Background: an optimization exercise with open tools, aiming at small area and a short achievable clock period. Do not read the settings as production practice.
The RTL was checked by simulation tests, not by an equivalence proof against the original design.
Power and IR drop assume default switching activity.

===== flow/design.v =====
`timescale 1ns / 1ps
module fulladder(input wire a,b,c, output wire sum,carry);
    assign sum = a ^ b ^ c;
    assign carry = (a & b) | (b & c) | (c & a);
endmodule
module compressor_7_to_3(
    input  wire w0,w1,w2,w3,w4,w5,w6,
    output wire sum, c0, c1
);
    wire s1,s2,s3,s4,d1,d2,d3,d4;
    fulladder fa1(.a(w0), .b(w1), .c(w2), .sum(s1), .carry(d1));
    fulladder fa2(.a(w3), .b(w4), .c(w5), .sum(s2), .carry(d2));
    fulladder fa3(.a(s1), .b(s2), .c(w6), .sum(s3), .carry(d3));
    fulladder fa4(.a(d1), .b(d2), .c(d3), .sum(s4), .carry(d4));
    assign sum = s3;
    assign c0  = s4;
    assign c1  = d4;
endmodule
module array_7_to_3_compressor(
    input  wire [31:0] p0,p1,p2,p3,p4,p5,p6,
    output wire [31:0] psum, pc0, pc1
);
    genvar j;
    generate
        for(j=0; j<32; j=j+1) begin
            compressor_7_to_3 C(
                p0[j], p1[j], p2[j], p3[j], p4[j], p5[j], p6[j],
                psum[j], pc0[j], pc1[j]
            );
        end
    endgenerate
endmodule
module array_3_to_2_compressor(
    input  wire [31:0] a,b,c,
    output wire [31:0] sum, carry
);
    assign sum   = a ^ b ^ c;
    assign carry = ((a & b) | (b & c) | (c & a)) << 1;
endmodule
module han_carlson_adder(
    input  wire [31:0] a,
    input  wire [31:0] b,
    output wire [31:0] sum,
    output wire carry_out
);
    wire [31:0] g, p;
    assign g = a & b;
    assign p = a ^ b;
    wire [31:0] g1, p1;
    assign g1[0] = g[0];
    assign p1[0] = p[0];
    genvar i;
    generate
        for(i=1;i<32;i=i+1) begin
            assign g1[i] = g[i] | (p[i] & g[i-1]);
            assign p1[i] = p[i] & p[i-1];
        end
    endgenerate
    wire [31:0] g2, p2;
    assign g2[0] = g1[0];
    assign p2[0] = p1[0];
    assign g2[1] = g1[1];
    assign p2[1] = p1[1];
    generate
        for(i=2;i<32;i=i+1) begin
            assign g2[i] = g1[i] | (p1[i] & g1[i-2]);
            assign p2[i] = p1[i] & p1[i-2];
        end
    endgenerate
    wire [31:0] g3, p3;
    assign g3[0] = g2[0];
    assign p3[0] = p2[0];
    assign g3[1] = g2[1];
    assign p3[1] = p2[1];
    assign g3[2] = g2[2];
    assign p3[2] = p2[2];
    assign g3[3] = g2[3];
    assign p3[3] = p2[3];
    generate
        for(i=4;i<32;i=i+1) begin
            assign g3[i] = g2[i] | (p2[i] & g2[i-4]);
            assign p3[i] = p2[i] & p2[i-4];
        end
    endgenerate
    wire [31:0] g4, p4;
    assign g4[0] = g3[0];
    assign p4[0] = p3[0];
    assign g4[1] = g3[1];
    assign p4[1] = p3[1];
    assign g4[2] = g3[2];
    assign p4[2] = p3[2];
    assign g4[3] = g3[3];
    assign p4[3] = p3[3];
    assign g4[4] = g3[4];
    assign p4[4] = p3[4];
    assign g4[5] = g3[5];
    assign p4[5] = p3[5];
    assign g4[6] = g3[6];
    assign p4[6] = p3[6];
    assign g4[7] = g3[7];
    assign p4[7] = p3[7];
    generate
        for(i=8;i<32;i=i+1) begin
            assign g4[i] = g3[i] | (p3[i] & g3[i-8]);
            assign p4[i] = p3[i] & p3[i-8];
        end
    endgenerate
    wire [31:0] g5, p5;
    assign g5[0]  = g4[0];  assign p5[0]  = p4[0];
    assign g5[1]  = g4[1];  assign p5[1]  = p4[1];
    assign g5[2]  = g4[2];  assign p5[2]  = p4[2];
    assign g5[3]  = g4[3];  assign p5[3]  = p4[3];
    assign g5[4]  = g4[4];  assign p5[4]  = p4[4];
    assign g5[5]  = g4[5];  assign p5[5]  = p4[5];
    assign g5[6]  = g4[6];  assign p5[6]  = p4[6];
    assign g5[7]  = g4[7];  assign p5[7]  = p4[7];
    assign g5[8]  = g4[8];  assign p5[8]  = p4[8];
    assign g5[9]  = g4[9];  assign p5[9]  = p4[9];
    assign g5[10] = g4[10]; assign p5[10] = p4[10];
    assign g5[11] = g4[11]; assign p5[11] = p4[11];
    assign g5[12] = g4[12]; assign p5[12] = p4[12];
    assign g5[13] = g4[13]; assign p5[13] = p4[13];
    assign g5[14] = g4[14]; assign p5[14] = p4[14];
    assign g5[15] = g4[15]; assign p5[15] = p4[15];
    generate
        for(i=16;i<32;i=i+1) begin
            assign g5[i] = g4[i] | (p4[i] & g4[i-16]);
            assign p5[i] = p4[i] & p4[i-16];
        end
    endgenerate
    wire [31:0] carry_in; 
    assign carry_in[0] = 1'b0;
    assign carry_in[1]  = g[0];
    assign carry_in[2]  = g1[1];
    assign carry_in[3]  = g2[2];
    assign carry_in[4]  = g3[3];
    generate
        for(i=5;i<32;i=i+1) begin
            assign carry_in[i] = g5[i-1];
        end
    endgenerate
    generate
        for(i=0;i<32;i=i+1) begin
            assign sum[i] = p[i] ^ carry_in[i];
        end
    endgenerate
    assign carry_out = g5[31];
endmodule
module piped_wallace_mult(
    input wire clock, reset,
    input wire [15:0] x,y,
    output reg [31:0] prod
);
    genvar i,j;
    wire [31:0] pp[0:15];
    generate
        for(i=0; i<16; i=i+1) begin : PP_GEN
            for(j=0; j<32; j=j+1) begin : COL
                assign pp[i][j] = (j>=i && j<i+16) ? (x[j-i] & y[i]) : 1'b0;
            end
        end
    endgenerate
    wire [31:0] s0,s1,c0_0,c1_0,c02_0,c12_0;
    array_7_to_3_compressor A0(pp[0],pp[1],pp[2],pp[3],pp[4],pp[5],pp[6], s0, c0_0, c02_0);
    array_7_to_3_compressor A1(pp[7],pp[8],pp[9],pp[10],pp[11],pp[12],pp[13], s1, c1_0, c12_0);
    wire [31:0] c0  = c0_0  << 1;
    wire [31:0] c1  = c1_0  << 1;
    wire [31:0] c02 = c02_0 << 2;
    wire [31:0] c12 = c12_0 << 2;
    reg [31:0] rs0,rs1,rc0,rc1,rc02,rc12, rpp14,rpp15;
    always @(posedge clock or posedge reset)
        if(reset) begin
            rs0<=0; rs1<=0; rc0<=0; rc1<=0; rc02<=0; rc12<=0;
            rpp14<=0; rpp15<=0;
        end else begin
            rs0<=s0; rs1<=s1; rc0<=c0; rc1<=c1; rc02<=c02; rc12<=c12;
            rpp14<=pp[14]; rpp15<=pp[15];
        end
    wire [31:0] sum1,carry_1,carry_2;
    array_7_to_3_compressor A2(
        rs0,rs1,rc0,rc1,rc02,rc12,rpp14,
        sum1, carry_1, carry_2
    );
    wire [31:0] carry1 = carry_1 << 1;
    wire [31:0] carry2 = carry_2 << 2;
    reg [31:0] rsum1,rcarry1,rcarry2,rlast;
    always @(posedge clock or posedge reset)
        if(reset) begin
            rsum1<=0; rcarry1<=0; rcarry2<=0; rlast<=0;
        end else begin
            rsum1<=sum1; rcarry1<=carry1; rcarry2<=carry2;
            rlast<=rpp15;
        end
    wire [31:0] psum_1, pcarry_1, final_sum_pre, final_carry_pre;
    array_3_to_2_compressor C0(rsum1, rcarry1, rcarry2, psum_1, pcarry_1);
    array_3_to_2_compressor C1(rlast, psum_1, pcarry_1, final_sum_pre, final_carry_pre);
    reg [31:0] rsum, rcarry;
    always @(posedge clock or posedge reset)
        if(reset) begin
            rsum<=0; rcarry<=0;
        end else begin
            rsum<=final_sum_pre;
            rcarry<=final_carry_pre;
        end
    wire [31:0] final_sum;
    wire cout;
    han_carlson_adder HC(rsum, rcarry, final_sum, cout);
    always @(posedge clock or posedge reset)
        if(reset)
            prod <= 0;
        else
            prod <= final_sum;
endmodule

===== flow/run.sh =====
#!/bin/bash
# synth_recipe.tcl (not shown) runs the flow's synth.tcl, then flattens the netlist and writes it again
# the make line also repeats each setting of config.mk as NAME=value (left out here)
make -C /OpenROAD-flow-scripts/flow DESIGN_CONFIG=/design/flow/config.mk WORK_HOME=/design/flow/orfs CLKGATE_MAP_FILE= SYNTH_SCRIPT=/design/flow/synth_recipe.tcl finish

===== flow/config.mk =====
export PLATFORM = sky130hd
export DESIGN_NAME = piped_wallace_mult
export DESIGN_NICKNAME = piped_wallace_mult
export VERILOG_FILES = /design/flow/design.v
export SDC_FILE = /design/flow/constraint.sdc
export NUM_CORES = 4
export LEC_CHECK = 0
export CAP_MARGIN = 20
export CORE_MARGIN = 2
export CORE_UTILIZATION = 40
export SLEW_MARGIN = 20

===== flow/constraint.sdc =====
create_clock -name core_clock -period 2.8 [get_ports {clock}]
set_input_delay 0.5600 -clock core_clock [delete_from_list [all_inputs] [get_ports {clock}]]
set_output_delay 0.5600 -clock core_clock [all_outputs]
set_load 0.01 [all_outputs]

==> flow_summary.json <==
{
  "place_congestion": 0.834,
  "postPlaceCellArea_um2": 19500,
  "totalWireLength_mm": 34.4,
  "ant_nets": 0,
  "nNetsFinal": 1796,
  "maxCapViolCount": 0,
  "n_antenna_cell": 0,
  "synth.largest_area_cell": "dfrtp_1",
  "grt_pass1_wl_mm": 57.8,
  "whs_path_depth": 0,
  "start_util_pct": 40.4,
  "cp-end-kind": "register",
  "die_h_um": 213,
  "num_rows": 76,
  "ir_drop_uv": 396,
  "synth.distinct_cells": 56,
  "post_cts_buffers": 0,
  "async_flop_share_pct": 100,
  "grt_max_degree": 65,
  "synth_edf_count": 0,
  "setup_viol": 0,
  "hold_viol_final": 0,
  "synth.avg_cell_area_um2": 13.2,
  "rsz0062_at_grt": "false",
  "design_area_um2": 20700,
  "fill_cells": 3750,
  "syn_nets": 1665,
  "synth_top_area_share_pct": 48.4,
  "crit_fanout": 4,
  "p_leak_nw": 10.4,
  "final_cell_mix": "dfrtp_1, and2_1, inv_1",
  "max_freq_ghz": 0.390,
  "worstSetupStartpointType": "register",
  "via_per_inst": 4.54,
  "area.sequential_um2": 8430,
  "dieArea_um2": 45200,
  "grt-ovfl-total": 0,
  "core_area_um2": 43100,
  "grt_pass1_vias": 10600,
  "finalCriticalPeriod_ns": 2.56,
  "syn_inst": 1324,
  "power.density_nw_per_um2": 881,
  "area_growth_pct": 18.8,
  "worst_pin_slew_ns": 0.720,
  "vias": 9375,
  "final_cells": 2064,
  "drc": 0,
  "ys_top_cells_by_area": "dfrtp_1, fa_1, and2_1, ha_1, inv_1",
  "dr.pass1.iters": 5,
  "hp-class": "reg2reg",
  "syn_area_um2": 17400,
  "grtUsageTotal_pct": 16.6,
  "maxSlewViolCount": 0,
  "dpl.hpwl_mm": 26.0,
  "cts_sinks": 337,
  "cts-root-buf": "clkbuf_16",
  "multiInputGateArea_um2": 8040,
  "ys_ff_latch": 337,
  "antenna_found_initial": 0,
  "num_io_pins": 66,
  "clk_latency_ns": 0.53,
  "worst_clock_skew_ns": 0.0242,
  "clk_pin_slew_ns": 0.06,
  "cp.arrival_ns": 2.96,
  "post_drt_wl_per_cell_um": 16.7,
  "dp_cells": 2002,
  "total_power_w": 0.0182,
  "cts_resized": 0,
  "portBuffers": 65,
  "synthFlopType": "dfrtp_1",
  "drtIter0Drc": 590,
  "cts_buffers": 36,
  "drive_gt1_share_pct": 10.0,
  "required_ns": 3.20,
  "cts_buffer_depth": 3,
  "fin_crit_sh_pct": 91.5,
  "ys_seq_area_share_pct": 48.4,
  "final_common_cell": "dfrtp_1",
  "die_w_um": 213,
  "rr_worst_depth": 8,
  "cts_tree": "done",
  "yosysWarnings": 1,
  "cts.htree.levels": 2,
  "ctsHoldBuffers": 0,
  "critical_path_class": "reg2reg",
  "status": "finished clean",
  "slew-limit-headroom_pct": 51.8
}
[kinds of logic (layout without fill, tap and decap cells)]
| kind of cell | count (synthesis) | in the layout | share of synthesized area [%] |
|---|---|---|---|
| buf+inv | 251 | 406 | 5.44 |
| fa+ha+maj | 307 | 307 | 30.8 |
| flops | 337 | 337 | 48.4 |
| xor+xnor | 21 | 21 | 1.06 |
| compound gates | 79 | 79 | 3.45 |
| mux | 2 | 2 | 0.122 |
| simple gates | 327 | 327 | 10.7 |
[final timing paths]
path                       slack, ns      start       end
hold reg to reg                 0.34  rpp15[25]  C1.a[25]
setup reg to reg                0.24  rcarry[5]  prod[27]
hold / removal                  0.34  rpp15[25]  C1.a[25]
setup / recovery                0.24  rcarry[5]  prod[27]
min in group asynchronous       0.49      reset   C0.b[5]
max in group asynchronous       1.56      reset  prod[24]
[area by class of cell]
| cell class | count | area share (%) |
|---|---|---|
| Multi-Input combinational cell | 736 | 38.9 |
| Sequential cell | 337 | 40.7 |
| Tap cell | 585 | 3.54 |
| Clock inverter | 14 | 1.03 |
| Clock buffer | 48 | 4.96 |
| Timing Repair Buffer | 132 | 7.02 |
| Inverter | 212 | 3.86 |
[cell usage after synthesis, drive strengths merged, types with 2 or more instances]
cell type and n:
dfrtp 337, inv 212, and2 211, fa 203, ha 104, nand2 62, clkbuf 37, a21oi 25
nor2 22, xnor2 17, nand3 12, o21ai 12, a21o 7, o211ai 7, nor3 6, nor2b 5
a31oi 4, o21bai 4, xor2 4, o31ai 3, a2111oi 2, a211o 2, a211oi 2, a41oi 2
buf 2, nand4 2, o311ai 2, or3 2
[stage by stage]
stage | util (%) | setup TNS (ns) | hold slack, ns | setup slack [ns]
finish | 48.1 | 0 | 0.344 | 0.238
global route | 48.1 | 0 | 0.356 | 0.0923
global placement | 45.2 | -2.86 | 0.333 | -0.161
detailed placement | 45.2 | -3.81 | 0.335 | -0.210
floorplan | - | -763.16 | 0.331 | -2.26
CTS | 48.1 | 0 | 0.348 | 0.178
[registers in the layout (all words and copies together) (netlist names), 17 cells and up]
name	count
rs0	22
C0.b	27
A2.genblk1.C.fa2.a	20
A2.genblk1.C.fa1.b	22
C0.c	24
A2.genblk1.C.fa2.b	17
A2.genblk1.C.fa1.c	20
rcarry	27
rsum	31
prod	32
rsum1	30
A2.genblk1.C.fa2.c	17
[power breakdown]
part           internal, W  total [W]  switching [W]  leakage (nW)
logic              0.00290    0.00651        0.00361          5.54
registers          0.00623    0.00679       0.000551          4.23
clock network      0.00304    0.00493        0.00189         0.609
total               0.0122     0.0182        0.00606          10.4
[critical path, stage by stage (launching register included)]
cell      delay [ns]
dfrtp_1         0.37
ha_1            0.24
fa_1            0.47
a21o_1          0.21
a221oi_2        0.37
nor3_4          0.13
o211ai_4        0.26
nand2_2         0.09
o311ai_2        0.29
[metal layers]
| layer | part of all wire [%] | track usage (%) | vias up |
|---|---|---|---|
| met3 | 3.6 | 2.40 | 60 |
| met2 | 45 | 25.6 | 174 |
| met4 | 2.2 | 4.97 | 0 |
| met5 | 0 | 0 | - |
| li1 | - | - | 4281 |
| met1 | 49 | 24.6 | 4860 |

port drivers added, routing unchanged:
How much do the figures lean on ideal ports? The routed layout below was timed once more, with nothing changed but the port constraints. Step 1 (the two cells are an assumption about what drives the block):
set clk [get_ports {clock}]
set_driving_cell -lib_cell sky130_fd_sc_hd__clkbuf_16 $clk
set_driving_cell -lib_cell sky130_fd_sc_hd__buf_2 [delete_from_list [all_inputs] $clk]
Step 2 moves the port delays by t, midway between the first and last clock arrival at a register: inputs arrive t later, outputs are due t later. That takes back most of the time a late clock gives input paths. Slacks: no drivers / after step 1 / after step 2; pairs: no drivers / after step 1.
t (ns): 0.575
slack for setup (ns): 0.238 / 0.238 / -0.206
clock arrival spread, ns: 0.024 / 0.024
Met with ideal ports but missed after step 2: setup timing in this run. The setup slack of this run moves by 0.000 ns with the drivers and by -0.444 ns with both steps.
